Context: an optimization exercise on an open-source flow, tuned for a short achievable clock period and few clock cycles. The choices shown serve that exercise and are no tape-out recipe.
Only simulation tests tie the RTL to the original design; equivalence was not proved.
Power is estimated from default activity; no workload was simulated.

`constraint.sdc`:
```
create_clock -name core_clock -period 10.0 [get_ports {clk}]
set_input_delay 2.0000 -clock core_clock [delete_from_list [all_inputs] [get_ports {clk}]]
set_output_delay 2.0000 -clock core_clock [all_outputs]
set_load 0.01 [all_outputs]
```
`standard.sh`:
```
#!/bin/bash
# synth_recipe.tcl (not shown) runs the flow's synth.tcl, then flattens the netlist and writes it again
# the make line also repeats each setting of config.mk as NAME=value (left out here)
make -C /OpenROAD-flow-scripts/flow DESIGN_CONFIG=/design/flow/config.mk WORK_HOME=/design/flow/orfs CLKGATE_MAP_FILE= SYNTH_SCRIPT=/design/flow/synth_recipe.tcl "${@:-finish}"
```
`config.mk`:
```
export PLATFORM = sky130hd
export DESIGN_NAME = riscv
export DESIGN_NICKNAME = riscv
export VERILOG_FILES = /design/flow/design.v
export SDC_FILE = /design/flow/constraint.sdc
export NUM_CORES = 8
export LEC_CHECK = 0
export CAP_MARGIN = 20
export CORE_MARGIN = 2
export CORE_UTILIZATION = 40
export CTS_CLUSTER_DIAMETER = 100
export CTS_CLUSTER_SIZE = 24
export PLACE_DENSITY = 0.6
export SLEW_MARGIN = 20
export SYNTH_HIERARCHICAL = 1
export TNS_END_PERCENT = 100
```
`flow/run.sh`:
```
#!/bin/bash
set -u
bash standard.sh SETUP_SLACK_MARGIN=6.7 finish > standard_flow.log 2>&1
```
`design.v`:
```
module riscv_if(
	input	[12+1:2]		pc_i,
	input	[16-1:0]		v_i,
	input	[16-1:0]		tk_i,	 
	input	[16-1:0]		ret_i,
	input	[16*12-1:0]	tag_i,
	input	[16*12-1:0]	tgt_i,
	input	[16*2-1:0]		ctr_i,
	input	[12+1:2]		ras_i,
	output	[16-1:0]		match_o,
	output				hit_o,
	output				pred_o,
	output	[1:0]			ctr_o,
	output	[12+1:2]		ptgt_o
);
integer i;
reg	[12+1:2]	t;
reg	[1:0]		c;
reg			r;
always @(*) begin
	t = {12{1'b0}};
	c = 2'd0;
	r = 1'b0;
	for (i = 0; i < 16; i = i + 1) begin
		t = t | ({12{match_o[i]}} & tgt_i[i*12 +: 12]);
		c = c | ({2{match_o[i]}} & ctr_i[i*2 +: 2]);
		r = r | (match_o[i] & ret_i[i]);
	end
end
genvar gi;
generate
	for (gi = 0; gi < 16; gi = gi + 1) begin : g_m
		assign match_o[gi] = v_i[gi] & (tag_i[gi*12 +: 12] == pc_i);
	end
endgenerate
assign	hit_o  = |match_o;
assign	pred_o = |(match_o & tk_i);
assign	ctr_o  = c;
assign	ptgt_o = r ? ras_i : t;
endmodule
module riscv_if_static(
	input	[31:0]		pc_i,
	input	[31:0]		inst_i,
	input	[12+1:2]	ras_i,
	output			pred_o,
	output	[31:2]		tgt_o
);
wire	[4:0]	opc = inst_i[6:2];
wire	[4:0]	rd  = inst_i[11:7];
wire	[4:0]	rs1 = inst_i[19:15];
wire	s   = inst_i[31];
wire	jal = (opc == 5'b11011) & (inst_i[19:12] == {8{s}});
wire	bb  = (opc == 5'b11000) & s;
wire	ret = (opc == 5'b11001) & ((rs1 == 5'd1) | (rs1 == 5'd5)) & ~((rd == 5'd1) | (rd == 5'd5));
wire	[12:1]	jimm = {s, inst_i[20], inst_i[30:21]};
wire	[12:1]	bimm = {s, inst_i[7], inst_i[30:25], inst_i[11:8]};
wire	[12:1]	jlo, blo;
wire		jc, bc;
riscv_if_add12 JA(.a_i(pc_i[12:1]), .b_i(jimm), .s_o(jlo), .c_o(jc));
riscv_if_add12 BA(.a_i(pc_i[12:1]), .b_i(bimm), .s_o(blo), .c_o(bc));
wire	[31:13]	hi_p, hi_m;
riscv_if_inc19 HI(.pc_i(pc_i[31:13]), .inc_o(hi_p), .dec_o(hi_m));
riscv_if_ssel SEL(
	.jal_i(jal),
	.bb_i(bb),
	.s_i(s),
	.jc_i(jc),
	.bc_i(bc),
	.jlo_i(jlo[12:2]),
	.blo_i(blo[12:2]),
	.hi_i(pc_i[31:13]),
	.hi_p_i(hi_p),
	.hi_m_i(hi_m),
	.ret_i({pc_i[31:12+2], ras_i}),
	.tgt_o(tgt_o)
);
assign	pred_o = jal | bb | ret;
endmodule
module riscv_if_ssel(
	input		jal_i,
	input		bb_i,
	input		s_i,
	input		jc_i,
	input		bc_i,
	input	[12:2]	jlo_i,
	input	[12:2]	blo_i,
	input	[31:13]	hi_i,
	input	[31:13]	hi_p_i,
	input	[31:13]	hi_m_i,
	input	[31:2]	ret_i,
	output	[31:2]	tgt_o
);
wire	[31:13]	jhi = (jc_i == s_i) ? hi_i : jc_i ? hi_p_i : hi_m_i;
wire	[31:13]	bhi = bc_i ? hi_i : hi_m_i;
assign	tgt_o = jal_i ? {jhi, jlo_i} : bb_i ? {bhi, blo_i} : ret_i;
endmodule
module riscv_if_inc19(
	input	[31:13]	pc_i,
	output	[31:13]	inc_o,
	output	[31:13]	dec_o
);
assign	inc_o = pc_i + 19'd1;
assign	dec_o = pc_i - 19'd1;
endmodule
module riscv_if_add12(
	input	[11:0]	a_i,
	input	[11:0]	b_i,
	output	[11:0]	s_o,
	output		c_o
);
wire	[11:0]	g0, p0, g1, p1, g2, p2, g3, p3, g4, p4;
riscv_if_pg12 PG(.a_i(a_i), .b_i(b_i), .g_o(g0), .p_o(p0));
riscv_alu_pfx #(.D(1), .INV(0), .W(12)) L1(.g_i(g0), .p_i(p0), .g_o(g1), .p_o(p1));
riscv_alu_pfx #(.D(2), .INV(1), .W(12)) L2(.g_i(g1), .p_i(p1), .g_o(g2), .p_o(p2));
riscv_alu_pfx #(.D(4), .INV(0), .W(12)) L3(.g_i(g2), .p_i(p2), .g_o(g3), .p_o(p3));
riscv_alu_pfx #(.D(8), .INV(1), .W(12)) L4(.g_i(g3), .p_i(p3), .g_o(g4), .p_o(p4));
riscv_if_sum12 SU(.p_i(p0), .c_i(g4), .s_o(s_o), .c_o(c_o));
endmodule
module riscv_if_pg12(
	input	[11:0]	a_i,
	input	[11:0]	b_i,
	output	[11:0]	g_o,
	output	[11:0]	p_o
);
assign	g_o = a_i & b_i;
assign	p_o = a_i ^ b_i;
endmodule
module riscv_if_sum12(
	input	[11:0]	p_i,
	input	[11:0]	c_i,
	output	[11:0]	s_o,
	output		c_o
);
assign	s_o = p_i ^ {c_i[10:0], 1'b0};
assign	c_o = c_i[11];
endmodule
module riscv_id(
	input	[31:0]		inst_i,
	output	[4:0]		rd_o,
	output	[4:0]		rs1_o,
	output	[4:0]		rs2_o,
	output			lui_o,
	output			auipc_o,
	output			jal_o,
	output			jalr_o,
	output			br_o,
	output			load_o,
	output			store_o,
	output			use1_o,		 
	output			use2_o,		 
	output			wr_o,		 
	output			rs2b_o,		 
	output			call_o,
	output			ret_o,
	output	[31:0]		imm_o,		 
	output	[31:0]		timm_o,		 
	output	[5:0]		brc_o,		 
	output	[11-1:0]	op_o
);
wire	[31:0]	inst = inst_i;
wire	[4:0]	opc  = inst[6:2];
wire	[2:0]	f3   = inst[14:12];
assign	rd_o  = inst[11:7];
assign	rs1_o = inst[19:15];
assign	rs2_o = inst[24:20];
wire	opimm = (opc == 5'b00100);
wire	op    = (opc == 5'b01100);
assign	lui_o   = (opc == 5'b01101);
assign	auipc_o = (opc == 5'b00101);
assign	jal_o   = (opc == 5'b11011);
assign	jalr_o  = (opc == 5'b11001);
assign	br_o    = (opc == 5'b11000);
assign	load_o  = (opc == 5'b00000);
assign	store_o = (opc == 5'b01000);
assign	use1_o  = jalr_o | br_o | load_o | store_o | opimm | op;
assign	use2_o  = br_o | store_o | op;
assign	wr_o    = lui_o | auipc_o | jal_o | jalr_o | load_o | opimm | op;
assign	rs2b_o  = br_o | op;
wire	rd_link  = (rd_o == 5'd1) | (rd_o == 5'd5);
wire	rs1_link = (rs1_o == 5'd1) | (rs1_o == 5'd5);
assign	call_o  = (jal_o | jalr_o) & rd_link;
assign	ret_o   = jalr_o & rs1_link & ~rd_link;
wire	[31:0]	imm_i = {{20{inst[31]}}, inst[31:20]};
wire	[31:0]	imm_s = {{20{inst[31]}}, inst[31:25], inst[11:7]};
wire	[31:0]	imm_b = {{20{inst[31]}}, inst[7], inst[30:25], inst[11:8], 1'b0};
wire	[31:0]	imm_u = {inst[31:12], 12'b0};
wire	[31:0]	imm_j = {{12{inst[31]}}, inst[19:12], inst[20], inst[30:21], 1'b0};
assign	imm_o  = store_o ? imm_s : (lui_o | auipc_o) ? imm_u : imm_i;
assign	timm_o = jal_o ? imm_j : imm_b;
assign	brc_o = {f3 == 3'd7, f3 == 3'd6, f3 == 3'd5, f3 == 3'd4, f3 == 3'd1, f3 == 3'd0} & {6{br_o}};
wire	alu = op | opimm;
assign	op_o[0]  = lui_o | auipc_o | load_o | store_o | (opimm & f3 == 3'd0) | (op & f3 == 3'd0 & ~inst[30]);
assign	op_o[1]  = op & f3 == 3'd0 & inst[30];
assign	op_o[2]  = alu & f3 == 3'd2;
assign	op_o[3] = alu & f3 == 3'd3;
assign	op_o[4]  = alu & f3 == 3'd4;
assign	op_o[5]   = alu & f3 == 3'd6;
assign	op_o[6]  = alu & f3 == 3'd7;
assign	op_o[7]  = alu & f3 == 3'd1;
assign	op_o[8]  = alu & f3 == 3'd5 & ~inst[30];
assign	op_o[9]  = alu & f3 == 3'd5 & inst[30];
assign	op_o[10] = jal_o | jalr_o;
endmodule
module riscv_alu(
	input	[31:0]		a_i,
	input	[31:0]		b_i,
	input	[11-1:0]	op_i,
	input	[31:0]		pc4_i,
	input	[31:0]		sum_i,		 
	input	[31:0]		diff_i,		 
	input			ltu_i,
	input			lts_i,
	output	[31:0]		res_o
);
wire	[31:0]	sh;
riscv_alu_shift SH(
	.a_i(a_i),
	.sh_i(b_i[4:0]),
	.left_i(op_i[7]),
	.arith_i(op_i[9]),
	.res_o(sh)
);
wire	[31:0]	other;
riscv_alu_other OTH(
	.a_i(a_i),
	.b_i(b_i),
	.op_i(op_i),
	.pc4_i(pc4_i),
	.sh_i(sh),
	.res_o(other)
);
riscv_alu_mux MUX(
	.add_i(op_i[0]),
	.sub_i(op_i[1]),
	.slt_i(op_i[2]),
	.sltu_i(op_i[3]),
	.sum_i(sum_i),
	.diff_i(diff_i),
	.lts_i(lts_i),
	.ltu_i(ltu_i),
	.other_i(other),
	.res_o(res_o)
);
endmodule
module riscv_alu_other(
	input	[31:0]		a_i,
	input	[31:0]		b_i,
	input	[11-1:0]	op_i,
	input	[31:0]		pc4_i,
	input	[31:0]		sh_i,
	output	[31:0]		res_o
);
assign	res_o = ({32{op_i[4]}}  & (a_i ^ b_i)) |
		({32{op_i[5]}}   & (a_i | b_i)) |
		({32{op_i[6]}}  & (a_i & b_i)) |
		({32{op_i[7] | op_i[8] | op_i[9]}} & sh_i) |
		({32{op_i[10]}} & pc4_i);
endmodule
module riscv_alu_mux(
	input		add_i,
	input		sub_i,
	input		slt_i,
	input		sltu_i,
	input	[31:0]	sum_i,
	input	[31:0]	diff_i,
	input		lts_i,
	input		ltu_i,
	input	[31:0]	other_i,
	output	[31:0]	res_o
);
assign	res_o = ({32{add_i}} & sum_i) | ({32{sub_i}} & diff_i) | other_i |
		{31'd0, (slt_i & lts_i) | (sltu_i & ltu_i)};
endmodule
module riscv_alu_shift(
	input	[31:0]	a_i,
	input	[4:0]	sh_i,
	input		left_i,
	input		arith_i,
	output	[31:0]	res_o
);
wire	[31:0]	sl  = a_i << sh_i;
wire	[31:0]	sr  = a_i >> sh_i;
wire	[31:0]	sra = sr | ({32{a_i[31]}} & ~(32'hffffffff >> sh_i));
assign	res_o = left_i ? sl : arith_i ? sra : sr;
endmodule
module riscv_alu_add #(
	parameter SUB = 0
)(
	input	[31:0]	a_i,
	input	[31:0]	b_i,
	output	[31:0]	s_o
);
wire	[31:0]	p0, g0, g1, p1, g2, p2, g3, p3, g4, p4, g5, p5;
riscv_alu_pg #(.SUB(SUB)) PG(.a_i(a_i), .b_i(b_i), .g_o(g0), .p_o(p0));
riscv_alu_pfx #(.D(1),  .INV(0)) L1(.g_i(g0), .p_i(p0), .g_o(g1), .p_o(p1));
riscv_alu_pfx #(.D(2),  .INV(1)) L2(.g_i(g1), .p_i(p1), .g_o(g2), .p_o(p2));
riscv_alu_pfx #(.D(4),  .INV(0)) L3(.g_i(g2), .p_i(p2), .g_o(g3), .p_o(p3));
riscv_alu_pfx #(.D(8),  .INV(1)) L4(.g_i(g3), .p_i(p3), .g_o(g4), .p_o(p4));
riscv_alu_pfx #(.D(16), .INV(0)) L5(.g_i(g4), .p_i(p4), .g_o(g5), .p_o(p5));
riscv_alu_xsum #(.SUB(SUB)) XS(.p_i(p0), .nc_i(g5), .s_o(s_o));
endmodule
module riscv_alu_pg #(
	parameter SUB = 0
)(
	input	[31:0]	a_i,
	input	[31:0]	b_i,
	output	[31:0]	g_o,
	output	[31:0]	p_o
);
wire	[31:0]	b = SUB ? ~b_i : b_i;
assign	p_o = a_i ^ b;
assign	g_o = SUB ? {a_i[31:1] & b[31:1], a_i[0] | b[0]} : (a_i & b);
endmodule
module riscv_alu_pfx #(
	parameter D = 1,
	parameter INV = 0,
	parameter W = 32
)(
	input	[W-1:0]	g_i,
	input	[W-1:0]	p_i,
	output	[W-1:0]	g_o,
	output	[W-1:0]	p_o
);
genvar i;
generate
	for (i = 0; i < W; i = i + 1) begin : g_b
		if (i < D) begin : g_pass
			assign g_o[i] = ~g_i[i];
			assign p_o[i] = ~p_i[i];
		end else if (INV == 0) begin : g_aoi
			assign g_o[i] = ~(g_i[i] | (p_i[i] & g_i[i-D]));
			assign p_o[i] = ~(p_i[i] & p_i[i-D]);
		end else begin : g_oai
			assign g_o[i] = ~(g_i[i] & (p_i[i] | g_i[i-D]));
			assign p_o[i] = ~(p_i[i] | p_i[i-D]);
		end
	end
endgenerate
endmodule
module riscv_alu_xsum #(
	parameter SUB = 0
)(
	input	[31:0]	p_i,
	input	[31:0]	nc_i,
	output	[31:0]	s_o
);
assign	s_o = p_i ^ {~nc_i[30:0], SUB ? 1'b1 : 1'b0};
endmodule
module riscv_ex(
	input		valid_i,
	input		btaken_i,	 
	input	[31:0]	jsum_i,		 
	input		jok_i,		 
	input	[31:0]	btgt_i,		 
	input		bok_i,		 
	input	[31:0]	pc4_i,
	input		br_i,
	input		jal_i,
	input		jalr_i,
	input		pred_i,		 
	output		mispred_o,
	output		taken_o,
	output	[31:0]	tgt_o,
	output	[31:0]	redir_o
);
wire	mis_t   = ~(pred_i & bok_i);
wire	mis_oth = jal_i  ? mis_t :
		  jalr_i ? ~(pred_i & jok_i) : pred_i;
wire	mis_br  = btaken_i ? mis_t : pred_i;
assign	mispred_o = valid_i & (br_i ? mis_br : mis_oth);
assign	taken_o   = jal_i | jalr_i | (br_i & btaken_i);
assign	tgt_o     = jalr_i ? {jsum_i[31:1], 1'b0} : btgt_i;
assign	redir_o   = br_i ? (btaken_i ? btgt_i : pc4_i) : (jal_i | jalr_i) ? tgt_o : pc4_i;
endmodule
module riscv_ex_cmp(
	input	[31:0]	a_i,
	input	[31:0]	b_i,
	input	[5:0]	brc_i,		 
	output		eq_o,
	output		ltu_o,
	output		lts_o,
	output		taken_o		 
);
wire	[31:0]	g0 = {1'b0, ~a_i[30:0] & b_i[30:0]};
wire	[31:0]	e0 = {1'b1, ~(a_i[30:0] ^ b_i[30:0])};
wire	[15:0]	g1, e1;
wire	[7:0]	g2, e2;
wire	[3:0]	g3, e3;
wire	[1:0]	g4, e4;
wire		g5, e5;
riscv_ex_cmpl #(.W(16), .INV(0)) C1(.g_i(g0), .e_i(e0), .g_o(g1), .e_o(e1));
riscv_ex_cmpl #(.W(8),  .INV(1)) C2(.g_i(g1), .e_i(e1), .g_o(g2), .e_o(e2));
riscv_ex_cmpl #(.W(4),  .INV(0)) C3(.g_i(g2), .e_i(e2), .g_o(g3), .e_o(e3));
riscv_ex_cmpl #(.W(2),  .INV(1)) C4(.g_i(g3), .e_i(e3), .g_o(g4), .e_o(e4));
riscv_ex_cmpl #(.W(1),  .INV(0)) C5(.g_i(g4), .e_i(e4), .g_o(g5), .e_o(e5));
riscv_ex_cmpf CF(.a31_i(a_i[31]), .b31_i(b_i[31]), .ng_i(g5), .ne_i(e5), .brc_i(brc_i),
	.eq_o(eq_o), .ltu_o(ltu_o), .lts_o(lts_o), .taken_o(taken_o));
endmodule
module riscv_ex_cmpl #(
	parameter W = 1,
	parameter INV = 0
)(
	input	[2*W-1:0]	g_i,
	input	[2*W-1:0]	e_i,
	output	[W-1:0]		g_o,
	output	[W-1:0]		e_o
);
genvar i;
generate
	for (i = 0; i < W; i = i + 1) begin : g_b
		if (INV == 0) begin : g_aoi
			assign g_o[i] = ~(g_i[2*i+1] | (e_i[2*i+1] & g_i[2*i]));
			assign e_o[i] = ~(e_i[2*i+1] & e_i[2*i]);
		end else begin : g_oai
			assign g_o[i] = ~(g_i[2*i+1] & (e_i[2*i+1] | g_i[2*i]));
			assign e_o[i] = ~(e_i[2*i+1] | e_i[2*i]);
		end
	end
endgenerate
endmodule
module riscv_ex_cmpf(
	input		a31_i,
	input		b31_i,
	input		ng_i,
	input		ne_i,
	input	[5:0]	brc_i,
	output		eq_o,
	output		ltu_o,
	output		lts_o,
	output		taken_o
);
wire	e31 = ~(a31_i ^ b31_i);
assign	eq_o  = e31 & ~ne_i;
assign	ltu_o = (~a31_i & b31_i) | (e31 & ~ng_i);
assign	lts_o = (a31_i & ~b31_i) | (e31 & ~ng_i);
assign	taken_o = (brc_i[0] & eq_o) | (brc_i[1] & ~eq_o) | (brc_i[2] & lts_o) | (brc_i[3] & ~lts_o) |
		  (brc_i[4] & ltu_o) | (brc_i[5] & ~ltu_o);
endmodule
module riscv_ex_sumeq(
	input	[31:0]	a_i,
	input	[31:0]	b_i,
	input	[31:0]	k_i,
	output		eq_o
);
wire	[31:0]	x, r, g;
wire	[30:0]	ok;
riscv_ex_xor2 X1(.a_i(a_i), .b_i(b_i), .y_o(x));
riscv_ex_xor2 X2(.a_i(x), .b_i(k_i), .y_o(r));
riscv_ex_sumeq_g G(.a_i(a_i), .b_i(b_i), .x_i(x), .r_i(r), .g_o(g));
riscv_ex_sumeq_ok K(.r_i(r), .g_i(g), .a0_i(a_i[0]), .b0_i(b_i[0]), .ok_o(ok));
riscv_ex_and31 A(.x_i(ok), .y_o(eq_o));
endmodule
module riscv_ex_xor2(
	input	[31:0]	a_i,
	input	[31:0]	b_i,
	output	[31:0]	y_o
);
assign	y_o = a_i ^ b_i;
endmodule
module riscv_ex_sumeq_g(
	input	[31:0]	a_i,
	input	[31:0]	b_i,
	input	[31:0]	x_i,
	input	[31:0]	r_i,
	output	[31:0]	g_o
);
assign	g_o = (a_i & b_i) | (x_i & r_i);
endmodule
module riscv_ex_sumeq_ok(
	input	[31:0]	r_i,
	input	[31:0]	g_i,
	input		a0_i,
	input		b0_i,
	output	[30:0]	ok_o
);
assign	ok_o = {~(r_i[31:2] ^ g_i[30:1]), ~(r_i[1] ^ (a0_i & b0_i))};
endmodule
module riscv_ex_and31(
	input	[30:0]	x_i,
	output		y_o
);
wire	[7:0]	n1;
wire	[1:0]	a2;
wire		n3;
riscv_ex_nand4 #(.W(8)) L1(.x_i({1'b1, x_i}), .y_o(n1));
riscv_ex_nor4  #(.W(2)) L2(.x_i(n1), .y_o(a2));
riscv_ex_nand2 #(.W(1)) L3(.x_i(a2), .y_o(n3));
assign	y_o = ~n3;
endmodule
module riscv_ex_nand4 #(
	parameter W = 1
)(
	input	[4*W-1:0]	x_i,
	output	[W-1:0]		y_o
);
genvar i;
generate
	for (i = 0; i < W; i = i + 1) begin : g_b
		assign y_o[i] = ~&x_i[4*i +: 4];
	end
endgenerate
endmodule
module riscv_ex_nor4 #(
	parameter W = 1
)(
	input	[4*W-1:0]	x_i,
	output	[W-1:0]		y_o
);
genvar i;
generate
	for (i = 0; i < W; i = i + 1) begin : g_b
		assign y_o[i] = ~|x_i[4*i +: 4];
	end
endgenerate
endmodule
module riscv_ex_nor2 #(
	parameter W = 1
)(
	input	[2*W-1:0]	x_i,
	output	[W-1:0]		y_o
);
genvar i;
generate
	for (i = 0; i < W; i = i + 1) begin : g_b
		assign y_o[i] = ~|x_i[2*i +: 2];
	end
endgenerate
endmodule
module riscv_ex_nand2 #(
	parameter W = 1
)(
	input	[2*W-1:0]	x_i,
	output	[W-1:0]		y_o
);
genvar i;
generate
	for (i = 0; i < W; i = i + 1) begin : g_b
		assign y_o[i] = ~&x_i[2*i +: 2];
	end
endgenerate
endmodule
module riscv_wb(
	input	[31:0]		pc_i,
	input			stall_i,
	input			pred_i,
	input	[12+1:2]	ptgt_i,
	output	[31:0]		next_o,
	output	[31:0]		pc4_o
);
assign	pc4_o  = pc_i + 32'd4;
assign	next_o = stall_i ? pc_i :
		 pred_i  ? {pc_i[31:12+2], ptgt_i, 2'b00} : pc4_o;
endmodule
module riscv_wb_s(
	input			en_i,
	input			stall_i,
	input			pred_i,		 
	input			spred_i,	 
	input	[31:2]		stgt_i,
	input	[31:0]		next_i,
	output	[31:0]		next_o
);
wire	use_s = ~stall_i & ~pred_i & spred_i;
wire	sel_s = en_i & use_s;
wire	sel_o = en_i & ~use_s;
assign	next_o = ({32{sel_s}} & {stgt_i, 2'b00}) | ({32{sel_o}} & next_i);
endmodule
module riscv_wb_f(
	input			mispred_i,
	input	[31:0]		redir_i,
	input	[31:0]		next_i,
	output	[31:0]		next_o
);
assign	next_o = mispred_i ? redir_i : next_i;
endmodule
module riscv_register(
	input	[32*32-1:0]	rf_i,
	input	[4:0]		idx_i,
	output	[31:0]		val_o
);
wire	[31:0]	sel;
riscv_register_dec DEC(.idx_i(idx_i), .sel_o(sel));
genvar b;
generate
	for (b = 0; b < 32; b = b + 1) begin : g_bit
		wire	[31:0]	col;
		wire	[15:0]	l1;
		wire	[3:0]	l2;
		wire	[1:0]	l3;
		genvar r;
		for (r = 0; r < 32; r = r + 1) begin : g_col
			assign col[r] = rf_i[r*32 + b];
		end
		riscv_register_aoi22 L1(.s_i(sel), .d_i(col), .y_o(l1));
		riscv_ex_nand4 #(.W(4)) L2(.x_i(l1), .y_o(l2));
		riscv_ex_nor2  #(.W(2)) L3(.x_i(l2), .y_o(l3));
		riscv_ex_nand2 #(.W(1)) L4(.x_i(l3), .y_o(val_o[b]));
	end
endgenerate
endmodule
module riscv_register_dec(
	input	[4:0]	idx_i,
	output	[31:0]	sel_o
);
genvar i;
generate
	for (i = 0; i < 32; i = i + 1) begin : g_d
		assign sel_o[i] = (i != 0) && (idx_i == i);
	end
endgenerate
endmodule
module riscv_register_aoi22(
	input	[31:0]	s_i,
	input	[31:0]	d_i,
	output	[15:0]	y_o
);
genvar i;
generate
	for (i = 0; i < 16; i = i + 1) begin : g_b
		assign y_o[i] = ~((s_i[2*i] & d_i[2*i]) | (s_i[2*i+1] & d_i[2*i+1]));
	end
endgenerate
endmodule
module riscv_stall(
	input	[4:0]	rs1_i,
	input	[4:0]	rs2_i,
	input		use1_i,
	input		use2_i,
	input		e_fwd_i,	 
	input		e_load_i,	 
	input	[4:0]	e_rd_i,
	input		m_fwd_i,	 
	input	[4:0]	m_rd_i,
	output		h1e_o,
	output		h1m_o,
	output		h2e_o,
	output		h2m_o,
	output		stall_o
);
wire	eq1 = (e_rd_i == rs1_i);
wire	eq2 = (e_rd_i == rs2_i);
assign	h1e_o = e_fwd_i & eq1;
assign	h1m_o = m_fwd_i & (m_rd_i == rs1_i);
assign	h2e_o = e_fwd_i & eq2;
assign	h2m_o = m_fwd_i & (m_rd_i == rs2_i);
assign	stall_o = e_load_i & ((use1_i & eq1) | (use2_i & eq2));
endmodule
module riscv_forward(
	input		sel_e_i,
	input	[31:0]	e_i,
	input	[31:0]	pre_i,
	output	[31:0]	val_o
);
assign	val_o = sel_e_i ? e_i : pre_i;
endmodule
module riscv_forward_pre(
	input		sel_m_i,	 
	input		sel_r_i,	 
	input		sel_x_i,	 
	input	[31:0]	m_i,
	input	[31:0]	r_i,
	input	[31:0]	x_i,
	output	[31:0]	val_o
);
assign	val_o = ({32{sel_m_i}} & m_i) | ({32{sel_r_i}} & r_i) | ({32{sel_x_i}} & x_i);
endmodule
module riscv(
	input	wire		clk,
	input	wire		rst,		 
	input	wire	[31:0]	inst_i,		 
	output	wire	[31:0]	inst_addr_o,	 
	output	wire		inst_ce_o,	 
	input	wire	[31:0]	data_i,		 
	output	wire		data_we_o,	 
	output	wire		data_ce_o,	 
	output	wire	[31:0]	data_addr_o,	 
	output	wire	[31:0]	data_o		 
);
assign	inst_ce_o = 1'b1;
assign	data_ce_o = 1'b1;
reg	[31:0]	pc_out;
reg	[31:0]	pc;
reg		e_valid;
reg	[31:0]	e_pc;
reg	[31:0]	e_pc4;
reg	[31:0]	e_a;		 
reg	[31:0]	e_b;		 
reg	[31:0]	e_s;		 
reg	[31:0]	e_timm;		 
reg	[4:0]	e_rd;
reg		e_we;		 
reg		e_load;
reg		e_store;
reg		e_br;
reg		e_jal;
reg		e_jalr;
reg		e_call;
reg		e_ret;
reg	[5:0]	e_brc;		 
reg	[11-1:0]	e_op;	 
reg		e_pred;		 
reg	[31:2]	e_ptgt;		 
reg		e_hit;		 
reg	[16-1:0]	e_match;	 
reg	[1:0]	e_ctr;		 
reg		m_valid;
reg	[31:0]	m_addr;
reg	[31:0]	m_res_n;
reg	[31:0]	m_sd;
reg		m_we_mem;
reg	[4:0]	m_rd;
reg		m_we;
reg		m_load;
reg	[31:0]	rf [1:31];
reg	[16-1:0]	btb_v;
reg	[16-1:0]	btb_tk;		 
reg	[16-1:0]	btb_ret;	 
reg	[12+1:2]	btb_tag [0:16-1];
reg	[12+1:2]	btb_tgt [0:16-1];
reg	[1:0]	btb_ctr [0:16-1];
reg	[16-1:0]	btb_rr;		 
reg	[12+1:2]	ras0, ras1, ras2, ras3;
reg		u_btb;
reg		u_alloc;
reg	[16-1:0]	u_sel;
reg	[12+1:2]	u_tag;
reg	[12+1:2]	u_atgt;		 
reg	[12+1:2]	u_ptgt;		 
reg		u_taken, u_hit, u_v, u_jmp, u_ret;
reg	[1:0]	u_octr;
reg		u_call, u_pop;
reg	[12+1:2]	u_link;
wire	[31:0]	m_res = ~m_res_n;
wire	[31:0]	m_val = m_load ? data_i : m_res;
wire	[31:0]	sum, diff;
wire		ltu, lts, eq, btaken;
riscv_alu_add #(.SUB(0)) ADD(.a_i(e_a), .b_i(e_b), .s_o(sum));
riscv_alu_add #(.SUB(1)) SUB(.a_i(e_a), .b_i(e_b), .s_o(diff));
riscv_ex_cmp CMP(.a_i(e_a), .b_i(e_b), .brc_i(e_brc), .eq_o(eq), .ltu_o(ltu), .lts_o(lts), .taken_o(btaken));
wire	[31:0]	res;
riscv_alu ALU(
	.a_i(e_a),
	.b_i(e_b),
	.op_i(e_op),
	.pc4_i(e_pc4),
	.sum_i(sum),
	.diff_i(diff),
	.ltu_i(ltu),
	.lts_i(lts),
	.res_o(res)
);
wire	[31:0]	e_pfull = {e_ptgt, 2'b00};
wire	[31:0]	btgt;
wire		jok, bok;
riscv_alu_add BTGT(.a_i(e_pc), .b_i(e_timm), .s_o(btgt));
riscv_ex_sumeq JOK(.a_i(e_a), .b_i(e_b), .k_i(e_pfull), .eq_o(jok));
riscv_ex_sumeq BOK(.a_i(e_pc), .b_i(e_timm), .k_i(e_pfull), .eq_o(bok));
wire		mispred;
wire		act_taken;
wire	[31:0]	act_tgt;
wire	[31:0]	redir_pc;
riscv_ex BR(
	.valid_i(e_valid),
	.btaken_i(btaken),
	.jsum_i(sum),
	.jok_i(jok),
	.btgt_i(btgt),
	.bok_i(bok),
	.pc4_i(e_pc4),
	.br_i(e_br),
	.jal_i(e_jal),
	.jalr_i(e_jalr),
	.pred_i(e_pred),
	.mispred_o(mispred),
	.taken_o(act_taken),
	.tgt_o(act_tgt),
	.redir_o(redir_pc)
);
wire	[4:0]	rd, rs1, rs2;
wire		d_lui, d_auipc, d_jal, d_jalr, d_br, d_load, d_store;
wire		d_use1, d_use2, d_wr, d_rs2b, d_call, d_ret;
wire	[31:0]	d_imm, d_timm;
wire	[5:0]	d_brc;
wire	[11-1:0]	d_op;
riscv_id DEC(
	.inst_i(inst_i),
	.rd_o(rd),
	.rs1_o(rs1),
	.rs2_o(rs2),
	.lui_o(d_lui),
	.auipc_o(d_auipc),
	.jal_o(d_jal),
	.jalr_o(d_jalr),
	.br_o(d_br),
	.load_o(d_load),
	.store_o(d_store),
	.use1_o(d_use1),
	.use2_o(d_use2),
	.wr_o(d_wr),
	.rs2b_o(d_rs2b),
	.call_o(d_call),
	.ret_o(d_ret),
	.imm_o(d_imm),
	.timm_o(d_timm),
	.brc_o(d_brc),
	.op_o(d_op)
);
wire	[32*32-1:0]	rf_flat;
assign	rf_flat[31:0] = 32'd0;
genvar gi;
generate
	for (gi = 1; gi < 32; gi = gi + 1) begin : g_rf
		assign rf_flat[gi*32 +: 32] = rf[gi];
	end
endgenerate
wire	[31:0]	rf1, rf2;
riscv_register RD1(.rf_i(rf_flat), .idx_i(rs1), .val_o(rf1));
riscv_register RD2(.rf_i(rf_flat), .idx_i(rs2), .val_o(rf2));
wire	h1e, h1m, h2e, h2m, stall;
riscv_stall HAZ(
	.rs1_i(rs1),
	.rs2_i(rs2),
	.use1_i(d_use1),
	.use2_i(d_use2),
	.e_fwd_i(e_valid & e_we),
	.e_load_i(e_valid & e_load & e_we),
	.e_rd_i(e_rd),
	.m_fwd_i(m_valid & m_we),
	.m_rd_i(m_rd),
	.h1e_o(h1e),
	.h1m_o(h1m),
	.h2e_o(h2e),
	.h2m_o(h2m),
	.stall_o(stall)
);
wire	a_reg = ~d_auipc & ~d_lui;
wire	[31:0]	pre_a, pre_b, pre_s, opa, opb, ops;
riscv_forward_pre PA(
	.sel_m_i(a_reg & h1m),
	.sel_r_i(a_reg & ~h1m),
	.sel_x_i(d_auipc),
	.m_i(m_val),
	.r_i(rf1),
	.x_i(pc),
	.val_o(pre_a)
);
riscv_forward_pre PB(
	.sel_m_i(d_rs2b & h2m),
	.sel_r_i(d_rs2b & ~h2m),
	.sel_x_i(~d_rs2b),
	.m_i(m_val),
	.r_i(rf2),
	.x_i(d_imm),
	.val_o(pre_b)
);
riscv_forward_pre PS(
	.sel_m_i(h2m),
	.sel_r_i(~h2m),
	.sel_x_i(1'b0),
	.m_i(m_val),
	.r_i(rf2),
	.x_i(32'd0),
	.val_o(pre_s)
);
riscv_forward FA(.sel_e_i(a_reg & h1e), .e_i(res), .pre_i(pre_a), .val_o(opa));
riscv_forward FB(.sel_e_i(d_rs2b & h2e), .e_i(res), .pre_i(pre_b), .val_o(opb));
riscv_forward FS(.sel_e_i(h2e), .e_i(res), .pre_i(pre_s), .val_o(ops));
wire	[16*12-1:0]	bt_flat;
wire	[16*12-1:0]	bg_flat;
wire	[16*2-1:0]		bc_flat;
generate
	for (gi = 0; gi < 16; gi = gi + 1) begin : g_btb
		assign bt_flat[gi*12 +: 12] = btb_tag[gi];
		assign bg_flat[gi*12 +: 12] = btb_tgt[gi];
		assign bc_flat[gi*2 +: 2] = btb_ctr[gi];
	end
endgenerate
wire	[16-1:0]	f_match;
wire		f_hit, f_pred;
wire	[1:0]	f_ctr;
wire	[12+1:2]	f_ptgt;
riscv_if BTB(
	.pc_i(pc[12+1:2]),
	.v_i(btb_v),
	.tk_i(btb_tk),
	.ret_i(btb_ret),
	.tag_i(bt_flat),
	.tgt_i(bg_flat),
	.ctr_i(bc_flat),
	.ras_i(ras0),
	.match_o(f_match),
	.hit_o(f_hit),
	.pred_o(f_pred),
	.ctr_o(f_ctr),
	.ptgt_o(f_ptgt)
);
wire		s_pred;
wire	[31:2]	s_tgt;
riscv_if_static SP(
	.pc_i(pc),
	.inst_i(inst_i),
	.ras_i(ras0),
	.pred_o(s_pred),
	.tgt_o(s_tgt)
);
wire	s_use = ~f_hit & s_pred;
wire	[31:0]	next_pc, next_pc_out, next_pc_b, next_pc_s, next_pc_so, pc4;
riscv_wb NPC(
	.pc_i(pc),
	.stall_i(stall),
	.pred_i(f_pred),
	.ptgt_i(f_ptgt),
	.next_o(next_pc_b),
	.pc4_o(pc4)
);
riscv_wb_s NPCS(
	.en_i(1'b1),
	.stall_i(stall),
	.pred_i(f_pred),
	.spred_i(s_use),
	.stgt_i(s_tgt),
	.next_i(next_pc_b),
	.next_o(next_pc_s)
);
riscv_wb_f NPCF(.mispred_i(mispred), .redir_i(redir_pc), .next_i(next_pc_s), .next_o(next_pc));
riscv_wb_s NPCSO(
	.en_i(~rst),
	.stall_i(stall),
	.pred_i(f_pred),
	.spred_i(s_use),
	.stgt_i(s_tgt),
	.next_i(next_pc_b),
	.next_o(next_pc_so)
);
riscv_wb_f NPCFO(.mispred_i(mispred), .redir_i(redir_pc), .next_i(next_pc_so), .next_o(next_pc_out));
always @(posedge clk) begin
	pc_out <= next_pc_out;
end
always @(posedge clk or posedge rst) begin
	if (rst) begin
		pc <= 32'd0;
	end else begin
		pc <= next_pc;
	end
end
assign	inst_addr_o = pc_out;
always @(posedge clk or posedge rst) begin
	if (rst) begin
		e_valid <= 1'b0;
	end else begin
		e_valid <= ~mispred & ~stall;
	end
end
always @(posedge clk) begin
	e_pc    <= pc;
	e_pc4   <= pc4;
	e_a     <= opa;
	e_b     <= opb;
	e_s     <= ops;
	e_timm  <= d_timm;
	e_rd    <= rd;
	e_we    <= d_wr & (rd != 5'd0);
	e_load  <= d_load;
	e_store <= d_store;
	e_br    <= d_br;
	e_jal   <= d_jal;
	e_jalr  <= d_jalr;
	e_call  <= d_call;
	e_ret   <= d_ret;
	e_brc   <= d_brc;
	e_op    <= d_op;
	e_pred  <= f_pred | s_use;
	e_ptgt  <= f_hit ? {pc[31:12+2], f_ptgt} : s_tgt;
	e_hit   <= f_hit;
	e_match <= f_match;
	e_ctr   <= f_ctr;
end
always @(posedge clk or posedge rst) begin
	if (rst) begin
		m_valid  <= 1'b0;
	end else begin
		m_valid  <= e_valid;
	end
end
always @(posedge clk) begin
	m_we_mem <= ~rst & e_valid & e_store;
	m_addr   <= res;
	m_res_n  <= ~res;
	m_sd     <= e_s;
	m_rd     <= e_rd;
	m_we     <= e_we;
	m_load   <= e_load;
end
assign	data_addr_o = m_addr;
assign	data_o      = m_sd;
assign	data_we_o   = m_we_mem;
integer k;
always @(posedge clk or posedge rst) begin
	if (rst) begin
		for (k = 1; k < 32; k = k + 1)
			rf[k] <= 32'd0;
	end else if (m_valid & m_we) begin
		rf[m_rd] <= m_val;
	end
end
wire	e_ctl = e_br | e_jal | e_jalr;
always @(posedge clk or posedge rst) begin
	if (rst) begin
		u_btb   <= 1'b0;
		u_alloc <= 1'b0;
		u_call  <= 1'b0;
		u_pop   <= 1'b0;
	end else begin
		u_btb   <= e_valid & (act_taken | e_hit);
		u_alloc <= e_valid & act_taken & ~e_hit;
		u_call  <= e_valid & e_call;
		u_pop   <= e_valid & e_ret;
	end
end
always @(posedge clk) begin
	u_sel   <= e_hit ? e_match : btb_rr;
	u_tag   <= e_pc[12+1:2];
	u_atgt  <= act_tgt[12+1:2];
	u_ptgt  <= e_ptgt[12+1:2];
	u_taken <= act_taken;
	u_hit   <= e_hit;
	u_octr  <= e_ctr;
	u_v     <= e_ctl;
	u_jmp   <= e_jal | e_jalr;
	u_ret   <= e_ret;
	u_link  <= e_pc4[12+1:2];
end
wire	[1:0]	u_ctr = ~u_hit ? 2'd2 :
			u_taken ? ((u_octr == 2'd3) ? 2'd3 : u_octr + 2'd1) :
				  ((u_octr == 2'd0) ? 2'd0 : u_octr - 2'd1);
wire		u_tk  = u_jmp | u_ctr[1];
wire	[12+1:2]	u_tgt = u_taken ? u_atgt : u_ptgt;
integer j;
always @(posedge clk or posedge rst) begin
	if (rst) begin
		btb_v  <= {16{1'b0}};
		btb_rr <= {{(16-1){1'b0}}, 1'b1};
	end else begin
		if (u_btb)
			btb_v <= (btb_v & ~u_sel) | ({16{u_v}} & u_sel);
		if (u_alloc)
			btb_rr <= {btb_rr[16-2:0], btb_rr[16-1]};
	end
end
always @(posedge clk) begin
	for (j = 0; j < 16; j = j + 1) begin
		if (u_btb & u_sel[j]) begin
			btb_tk[j]  <= u_tk;
			btb_ret[j] <= u_ret;
			btb_tag[j] <= u_tag;
			btb_tgt[j] <= u_tgt;
			btb_ctr[j] <= u_ctr;
		end
	end
end
always @(posedge clk or posedge rst) begin
	if (rst) begin
		ras0 <= {12{1'b0}};
		ras1 <= {12{1'b0}};
		ras2 <= {12{1'b0}};
		ras3 <= {12{1'b0}};
	end else if (u_call & u_pop) begin
		ras0 <= u_link;
	end else if (u_call) begin
		ras0 <= u_link;
		ras1 <= ras0;
		ras2 <= ras1;
		ras3 <= ras2;
	end else if (u_pop) begin
		ras0 <= ras1;
		ras1 <= ras2;
		ras2 <= ras3;
	end
end
endmodule
```
==> flow_metrics.env, run 1 <==
export IMPL_io_pins=165
export IMPL_drt_first_pass_iters=11
export IMPL_worstPathMaxFanout=8
export IMPL_final_cells=14300
export IMPL_grt_max_degree=172
export IMPL_max_slew_margin=0.130
export IMPL_p_sw_mw=7.19
export IMPL_r2r_start="pc[9]$_DFF_PP0_"
export IMPL_wl_mm=502
export IMPL_crit_type="in2reg"
export IMPL_fp_dieH_um=542
export IMPL_finalCritPeriodShare=0.402
export IMPL_internal_power_mw=13.7
export IMPL_power_density_nw_per_um2=151
export IMPL_hold_class="reg2reg"
export IMPL_syn_instance_count=9799
export IMPL_hp_start="e_s[0]$_DFF_P_"
export IMPL_rsz0062_at_grt="true"
export IMPL_cts_max_path_buffers=3
export IMPL_drv_slew=0
export IMPL_p_comb_frac=0.270
export IMPL_fp_dieW_um=542
export IMPL_final_common_cell="mux2_2"
export IMPL_grt_pass1_wl_mm=687
export IMPL_pre_cts_ws_ns=3.49
export IMPL_area_delta_synth_final_pct=19.3
export IMPL_fp_row_count=197
export IMPL_grt_pass1_vias=89200
export IMPL_fin_crit_ns=4.02
export IMPL_fmax_mhz=249
export IMPL_core_area_um2=288000
export IMPL_drive_gt1_frac=0.417
export IMPL_clk_latency_ns=0.83
export IMPL_drtIter0Drc=11700
export IMPL_path_clk_slew_ns=0.10
export IMPL_end_kind="flop"
export IMPL_worst_ep_required_time_ns=10.72
export IMPL_wl_per_cell_um=35.0
export IMPL_drtAntennaViolNets=0
export IMPL_cp_start_kind="input port"
export IMPL_antenna_found_initial=50
export IMPL_grt_overflow=0
export IMPL_dieArea_um2=294000
export IMPL_syn_area_um2=116000
export IMPL_yosys_warnings=12
export IMPL_maxCapViolations=0
export IMPL_final_area_um2=138000
export IMPL_clock_root_buffer="clkbuf_16"
export IMPL_finalClockSkew_ns=0.0871
export IMPL_critical_path_arrival_ns=4.74
export IMPL_numCtsBuffers=102
export IMPL_grt_total_usage=0.327
export IMPL_dp_hpwl_mm=289
export IMPL_place_congestion=1.00
export IMPL_p_leak_nw=51.9
export IMPL_pwr_share_clk=0.241
export IMPL_dp_cells=13600
export IMPL_hold_viol_final=0
export IMPL_nets=10800
export IMPL_htreeDepth=3
export IMPL_portBuffers=160
export IMPL_fin_util=0.480
export IMPL_cts_sinks=2037
export IMPL_finalSetupViolCount=0
export IMPL_status="complete, no violations"
export IMPL_cp_startpoint="inst_i[21]"
export IMPL_switching_share=0.345
export IMPL_layout_common_cells="mux2_2 (1097), dfrtp_1 (1096), a22oi_2 (1041)"
export IMPL_vdd_ir_drop_max_uv=142
export IMPL_num_vias=92300
export IMPL_cts_tree="done"
export IMPL_final_setup_worst_slack_ns=5.98
export IMPL_power_frac_seq=0.489
export IMPL_hold_worst_slack_ns=0.315
export IMPL_start_util=0.402
export IMPL_vias_per_cell=6.44
export IMPL_dpl_instance_area_um2=122000
export IMPL_drc=0
export IMPL_synth_area_per_cell_um2=11.8
export IMPL_worstMarginPinSlew_ns=1.30
repair_timing:
item,CTS,global route
resized for setup,1722,320
buffers inserted,310,150
gates cloned,101,21
pin swaps,414,327
hold buffers,0,0
setup endpoints to repair,940,716
stage by stage:
stage                     power (mW)  setup TNS, ns
after floorplan                 13.2       -8432.63
after detailed placement        15.0              0
after global placement          14.9              0
final                           20.9              0
after global routing            21.5              0
after CTS                       20.5              0
cell type report:
| type | instances | area, um2 |
|---|---|---|
| multi-input combinational | 6867 | 64000 |
| inverter | 444 | 1680 |
| fill | 25300 | 150000 |
| antenna | 18 | 45.0 |
| tap | 3781 | 4730 |
| clock buffer | 160 | 2870 |
| timing repair buffer | 1017 | 13600 |
| sequential | 2037 | 51000 |
| clock inverter | 17 | 334 |
power by group through the flow:
stage               Clock, mW  Sequential (mW)  Combinational (mW)
floorplan                   0             10.1                3.04
global placement            0             10.2                4.63
detailed placement          0             10.3                4.70
CTS                      5.06             10.2                5.24
global route             5.34             10.3                5.84
finish                   5.02             10.2                5.63
registers in the layout, summed over array words and instances (netlist names), 30 cells and up, named ones only:
| register | flops |
|---|---|
| btb_ctr | 32 |
| btb_tag | 192 |
| btb_tgt | 192 |
| e_a | 32 |
| e_b | 32 |
| e_pc | 32 |
| e_pc4 | 32 |
| e_ptgt | 30 |
| e_s | 32 |
| e_timm | 32 |
| m_addr | 32 |
| m_res_n | 32 |
| m_sd | 32 |
| pc | 32 |
| pc_out | 32 |
| rf | 992 |
final timing paths:
check	end	slack, ns	depth (start not counted)
setup / recovery	e_b[29]$_DFF_P_	5.98	14
hold / removal	m_sd[0]$_DFF_P_	0.32	0
setup reg to reg	pc_out[30]$_DFF_P_	6.12	18
hold reg to reg	m_sd[0]$_DFF_P_	0.32	0
max in group asynchronous	rf[21][20]$_DFFE_PP0P_	6.81	5
min in group asynchronous	pc[27]$_DFF_PP0_	1.93	3
critical path, stage by stage:
cell,delay [ns]
buf_12,0.13
buf_16,0.16
or3b_4,0.30
buf_12,0.12
nor2_4,0.08
buf_6,0.16
buf_16,0.15
a22oi_2,0.22
nand4_1,0.24
nor2_4,0.29
nand2_4,0.17
a222oi_1,0.31
inv_1,0.11
mux2_4,0.27
layer usage:
metal | part of all wire | up-vias | track usage | wire length [um]
met3 | 0.10 | 1624 | 0.0807 | 51400
met5 | 0.00075 | - | 0 | 379
met4 | 0.083 | 34 | 0.228 | 41800
met2 | 0.44 | 5638 | 0.501 | 221000
li1 | - | 37900 | - | -
met1 | 0.37 | 47100 | 0.405 | 187000
Testbench counts, summed over its fixed seeds: cycles 151,806.
==> inputs of run 2 (changes only) <==
--- a/config.mk
+++ b/config.mk
@@ -8,8 +8,8 @@
 export CAP_MARGIN = 20
 export CORE_MARGIN = 2
 export CORE_UTILIZATION = 40
-export CTS_CLUSTER_DIAMETER = 100
-export CTS_CLUSTER_SIZE = 24
+export CTS_CLUSTER_DIAMETER = 150
+export CTS_CLUSTER_SIZE = 20
 export PLACE_DENSITY = 0.6
 export SLEW_MARGIN = 20
 export SYNTH_HIERARCHICAL = 1
==> flow_metrics.env, run 2 <==
export IMPL_final_setup_worst_slack_ns=6.06
export IMPL_pre_cts_ws_ns=3.49
export IMPL_vdd_ir_drop_max_uv=160
export IMPL_cts_sinks=2037
export IMPL_portBuffers=160
export IMPL_cpPeakStageDelay_ns=0.44
export IMPL_htreeDepth=3
export IMPL_syn_area_um2=116000
export IMPL_syn_instance_count=9799
export IMPL_end_kind="flop"
export IMPL_cts_max_path_buffers=4
export IMPL_fp_row_count=197
export IMPL_dp_cells=13600
export IMPL_ctsHoldBuffers=0
export IMPL_yosys_warnings=12
export IMPL_top_regs="rf x992, btb_tag x192, btb_tgt x192"
export IMPL_nets=10700
export IMPL_power_total_mw=20.9
export IMPL_drive_gt1_frac=0.411
export IMPL_cts_tree="done"
export IMPL_fp_dieW_um=542
export IMPL_drc=0
export IMPL_top_layer="met5"
export IMPL_hold_class="reg2reg"
export IMPL_finalSetupViolCount=0
export IMPL_clock_root_buffer="clkbuf_16"
export IMPL_fin_crit_ns=3.94
export IMPL_core_area_um2=288000
export IMPL_p_comb_frac=0.267
export IMPL_fmax_mhz=254
export IMPL_rsz0062_at_grt="true"
export IMPL_fin_util=0.477
export IMPL_internal_power_mw=13.8
export IMPL_cp_start_kind="input port"
export IMPL_status="complete, no violations"
export IMPL_drt_first_pass_iters=10
export IMPL_max_slew_margin=0.130
export IMPL_dp_hpwl_mm=289
export IMPL_wl_per_cell_um=34.8
export IMPL_drv_slew=0
export IMPL_finalCritPeriodShare=0.394
export IMPL_worstMarginPinSlew_ns=1.30
export IMPL_largest_reg_flops=992
export IMPL_power_density_nw_per_um2=152
export IMPL_antenna_found_initial=42
export IMPL_worst_ep_required_time_ns=10.74
export IMPL_maxCapViolations=0
export IMPL_crit_type="in2reg"
export IMPL_p_sw_mw=7.14
export IMPL_registers_top_by_ff_count="rf"
export IMPL_fillers=25400
export IMPL_p_leak_nw=51.5
export IMPL_grt_pass1_wl_mm=686
export IMPL_path_common_cell="buf_12"
export IMPL_path_cells="buf_8 -> buf_12 -> buf_12 -> or3b_4 -> nor2_4 -> buf_12 -> a22oi_2 -> nand4_1 -> nor2_4 -> nand2_2 -> a222oi_1 -> inv_1 -> mux2_4"
export IMPL_finalClockSkew_ns=0.136
export IMPL_final_area_um2=137000
export IMPL_critical_path_arrival_ns=4.68
export IMPL_clk_latency_ns=0.95
export IMPL_vias_per_cell=6.42
export IMPL_layout_common_cells="dfrtp_1 (1096), mux2_2 (1094), a22oi_2 (1038)"
export IMPL_start_util=0.402
export IMPL_place_congestion=1.00
export IMPL_synth_area_per_cell_um2=11.8
export IMPL_grt_max_degree=172
export IMPL_grt_pass1_vias=89400
export IMPL_worstPathMaxFanout=6
export IMPL_wl_mm=498
export IMPL_grt_total_usage=0.326
export IMPL_drtAntennaViolNets=0
export IMPL_dieArea_um2=294000
export IMPL_met3RoutedLength_mm=48.9
export IMPL_met1_length_mm=187
export IMPL_hold_viol_final=0
export IMPL_dr_wl_met2_mm=218
export IMPL_num_vias=91900
export IMPL_grt_overflow=0
export IMPL_area_delta_synth_final_pct=18.6
export IMPL_numCtsBuffers=116
export IMPL_path_clk_slew_ns=0.09
export IMPL_io_pins=165
export IMPL_final_cells=14300
export IMPL_cp_slowest_cell="a222oi_1"
export IMPL_pwr_share_clk=0.245
export IMPL_power_frac_seq=0.488
export IMPL_dpl_instance_area_um2=122000
export IMPL_final_common_cell="dfrtp_1"
export IMPL_drtIter0Drc=11100
export IMPL_switching_share=0.342
export IMPL_fp_dieH_um=542
## run 2: stage by stage
stage	hold WS (ns)	setup TNS, ns
after floorplan	0.310	-8432.63
after detailed placement	0.312	0
after global routing	0.319	0
after global placement	0.313	0
after CTS	0.319	0
final	0.315	0
## run 2: metal layers
metal  global-route usage  vias up
met2                0.501     5396
met3               0.0767     1712
met4                0.232       24
met1                0.403    47000
li1                     -    37800
met5                    0        -
## run 2: layout make-up
| class | count | area, um2 | share of cell area |
|---|---|---|---|
| clock inverters | 5 | 80.1 | 0.000583 |
| clock buffers | 185 | 3190 | 0.0233 |
| multi-input cells | 6865 | 63700 | 0.464 |
| diodes | 27 | 67.6 | 0.000492 |
| repair buffers | 969 | 12900 | 0.0937 |
| well taps | 3781 | 4730 | 0.0345 |
| flip-flops and latches | 2037 | 51000 | 0.371 |
| inverters | 444 | 1680 | 0.0123 |
## run 2: repair_timing
| item | 4_1_cts | 5_1_grt |
|---|---|---|
| pin swaps | 404 | 311 |
| cloned | 96 | 11 |
| gates resized for setup | 1695 | 304 |
| setup buffers | 299 | 127 |
| endpoints found under the setup margin | 940 | 864 |
## run 2: final timing paths
kind	start	end	cells after the start	slack [ns]
min in group asynchronous	rst	rf[28][30]$_DFFE_PP0P_	3	2.12
worst max register to register	pc[13]$_DFF_PP0_	pc_out[3]$_DFF_P_	16	6.14
worst max-delay path	inst_i[21]	e_b[4]$_DFF_P_	13	6.06
max in group asynchronous	rst	rf[10][4]$_DFFE_PP0P_	4	6.79
worst min-delay path	e_s[0]$_DFF_P_	m_sd[0]$_DFF_P_	0	0.31
worst min register to register	e_s[0]$_DFF_P_	m_sd[0]$_DFF_P_	0	0.31
## run 2: worst max-delay path: cells and delay by family
family | cells | cell delay [ns]
multiplexers | 1 | 0.28
AO/OA/AOI/OAI | 2 | 0.60
buffers and inverters | 5 | 0.66
AND/OR/NAND/NOR | 5 | 1.10
## run 2: power by group through the flow
stage | registers [mW] | clock network [mW] | logic [mW]
2_1_floorplan | 10.1 | 0 | 3.04
3_3_place_gp | 10.2 | 0 | 4.63
3_5_place_dp | 10.3 | 0 | 4.70
4_1_cts | 10.2 | 5.16 | 5.20
5_1_grt | 10.3 | 5.46 | 5.78
6_report | 10.2 | 5.13 | 5.57

[re-timing with driven ports]
The flow's constraints put no driver on any port. The routed layouts listed below were extracted and timed again, unchanged, in two steps. Step 1 assumes that a clkbuf_16 drives the clock port and a buf_2 every other input. Step 2, shift: input delay + t, output delay - t, t = (earliest + latest rising clock arrival at the registers) / 2. This alone moves slack from input paths to output paths. Slacks: ideal / step 1 / step 2; pairs: ideal / step 1.
run | t, ns | setup slack, ns | worst setup path at the end | worst register clock-pin slew, ns | pins driven straight from the clock port
run 1 | 0.881 | 5.978 / 6.018 / 5.136 | input to register | 0.11 / 0.11 | 1
run 2 | 0.985 | 6.060 / 6.049 / 5.064 | input to register | 0.10 / 0.10 | 1
After both steps setup and hold are still met in every run listed. The setup slack of run 2, which loses most, moves by -0.011 ns with the drivers and by -0.996 ns with both steps.
